Source: an optimization exercise on an open RTL-to-GDS flow (aim: small area). Production flows keep margins and buffers that such runs may drop. The RTL was checked by simulation tests, not by an equivalence proof against the original design.

wip/tundra:
## updi_top
module updi_top (
	input clk,
	input rst_btn,  
	input programmer_start,
	output programmer_busy,
	output error,
	input updi_i,
	output updi_o,
	output updi_oe
);
Size: about 2,100 cells after synthesis, about 8 I/O pins, about 16,000 um2 of cells after synthesis.
export LEC_CHECK = 0
export CAP_MARGIN = 20
export CORE_MARGIN = 2
export CORE_UTILIZATION = 50
export SLEW_MARGIN = 20
create_clock -name core_clock -period 10.0 [get_ports {clk}]
standard.sh (not shown) runs the stock make flow with config.mk's settings and CLKGATE_MAP_FILE= SYNTH_SCRIPT=/design/flow/synth_recipe.tcl, a recipe that flattens the netlist after the stock synthesis.
==> flow/flow/run.sh <==
#!/bin/bash
# Own flow: the standard layout, with the standard synthesis netlist's
# combinational logic re-mapped by ABC for area (registers untouched: same
# instances, names and cell types). The re-mapped logic is only used if ABC's
# combinational equivalence check (registers cut) proves it equal to the
# standard netlist's.
set -uo pipefail
WORK=$(pwd)
F=$WORK/flow
R=$WORK/orfs/results/$FLOW_PLATFORM/updi_top/base
LIB=$FLOW_HOME/platforms/sky130hd/lib/sky130_fd_sc_hd__tt_025C_1v80.lib
YOSYS=$(command -v yosys || echo $FLOW_HOME/../tools/install/yosys/bin/yosys)
YABC=$(command -v yosys-abc || echo $(dirname $YOSYS)/yosys-abc)

bash standard.sh synth > $WORK/std_synth.log 2>&1 || exit 1

cp $R/1_2_yosys.v $WORK/synth_std.v
printf 'strash\n&get -n\n&deepsyn -T 120\n&put\ndch\namap\n' > $WORK/area.abc
cat > $WORK/reopt.ys <<EOS
read_liberty -ignore_miss_func $LIB
read_verilog $WORK/synth_std.v
blackbox sky130_fd_sc_hd__dfxtp_1 sky130_fd_sc_hd__edfxtp_1
hierarchy -top $FLOW_TOP
flatten
delete t:\$scopeinfo
opt -full
abc -script $WORK/area.abc -liberty $LIB $(cat $F/dontuse.txt)
opt_clean -purge
tee -o $WORK/reopt_stat.txt stat -liberty $LIB
write_verilog -noattr -noexpr $WORK/synth_reopt.v
EOS
ok=0
if $YOSYS -s $WORK/reopt.ys > $WORK/reopt.log 2>&1; then
  # equivalence check, registers cut into inputs/outputs
  python3 $F/cut.py $WORK/synth_std.v $WORK/cec_a.v > $WORK/cec.log 2>&1 &&
  python3 $F/cut.py $WORK/synth_reopt.v $WORK/cec_b.v >> $WORK/cec.log 2>&1 &&
  for x in a b; do
    $YOSYS -q -p "read_liberty -ignore_miss_func $LIB; read_verilog $WORK/cec_$x.v; hierarchy -top $FLOW_TOP; flatten; delete t:\$scopeinfo; opt_clean; write_blif $WORK/cec_$x.blif" >> $WORK/cec.log 2>&1 || echo FAIL >> $WORK/cec.log
  done &&
  ! grep -q FAIL $WORK/cec.log &&
  $YABC -c "cec $WORK/cec_a.blif $WORK/cec_b.blif" >> $WORK/cec.log 2>&1 &&
  grep -q "Networks are equivalent" $WORK/cec.log && ok=1
fi
echo "reopt ok=$ok" | tee -a $WORK/cec.log
if [ $ok = 1 ]; then
  cp $WORK/synth_reopt.v $R/1_2_yosys.v
  touch $R/1_2_yosys.v
  rm -f $R/1_synth.odb $R/1_synth.sdc
fi

export CTS_ARGS="-sink_clustering_enable -repair_clock_nets -buf_list {sky130_fd_sc_hd__clkbuf_2 sky130_fd_sc_hd__clkbuf_4 sky130_fd_sc_hd__clkbuf_8} -dont_use_dummy_load"
bash standard.sh > $WORK/layout.log 2>&1
Other scripts of this flow, unchanged in this note and not shown: flow/flow/cut.py, flow/flow/dontuse.txt
wip/tundra ran to completion and came out clean on the timing, DRC and antenna checks.
Relative to wip/tundra, the following input files were edited for wip/juniper:
- swapping 20 for 10 in CAP_MARGIN
- swapping 20 for 10 in SLEW_MARGIN
- swapping 50 for 55 in CORE_UTILIZATION
Going from wip/tundra to wip/juniper, fmax shrinks by 2.3 MHz.
Count of buffering cells on the critical path with inverters included came out exactly the same in wip/tundra and wip/juniper.
Clock latency on the worst-skew pair of wip/tundra is on par with wip/juniper.
Taking wip/tundra as the reference point, the post-route clock period utilization of wip/juniper rises by 1.8 points.
Re die extent in x: wip/tundra was higher than wip/juniper.
The following lists how wip/lagoon was set up differently from wip/juniper:
- CAP_MARGIN now 20, was 10
- CORE_UTILIZATION now 45, was 55
- SLEW_MARGIN now 20, was 10
## What came out
Diff wip/juniper -> wip/lagoon: maximum clock frequency rose 2.1 MHz; total met2 wirelength after detailed routing fell 670 um. Diff wip/juniper -> wip/lagoon | total number of cells along the worst setup path | up by more than 10%. wip/juniper → wip/lagoon: area growth from synthesis to final layout shows an increase of 1.4 points; wire length of the first global-routing pass fell about 4%. In wip/lagoon the minimum clock period after layout turned out 170 ps lower than in wip/juniper. wip/lagoon closes out successfully: all stages finished, all timing, DRC and antenna checks passed. wip/lagoon vs wip/juniper — design area rose 1.3%. Compared with wip/juniper, in wip/lagoon pre-CTS setup slack higher, worst setup slack up 170 ps.

==> what the ideal ports hide <==
No port has a modelled driver above. Below, the same layouts with a new extraction and two added sets of constraints.
Step 1 (the two cells are an assumption about what drives the block):
set clk [get_ports {clk}]
set_driving_cell -lib_cell sky130_fd_sc_hd__clkbuf_16 $clk
set_driving_cell -lib_cell sky130_fd_sc_hd__buf_2 [delete_from_list [all_inputs] $clk]
Step 2 times the ports against the registers' clock, not the clock port: input delays grow and output delays shrink by t, the midpoint of the rising clock arrivals with the driver on.
Three values: no drivers, after step 1, after step 2; two values: the first two.
run | t (ns) | setup WS [ns] | hold WS [ns] | worst setup path after step 2 | clock arrival spread, ns
wip/tundra | 0.607 | 1.243 / 1.243 / 1.243 | 0.427 / 0.427 / 0.427 | register to register | 0.086 / 0.087
wip/juniper | 0.598 | 1.064 / 1.064 / 1.064 | 0.440 / 0.440 / 0.440 | register to register | 0.077 / 0.077
wip/lagoon | 0.621 | 1.230 / 1.230 / 1.230 | 0.432 / 0.432 / 0.432 | register to register | 0.066 / 0.066
After both steps setup and hold are still met in every run listed.
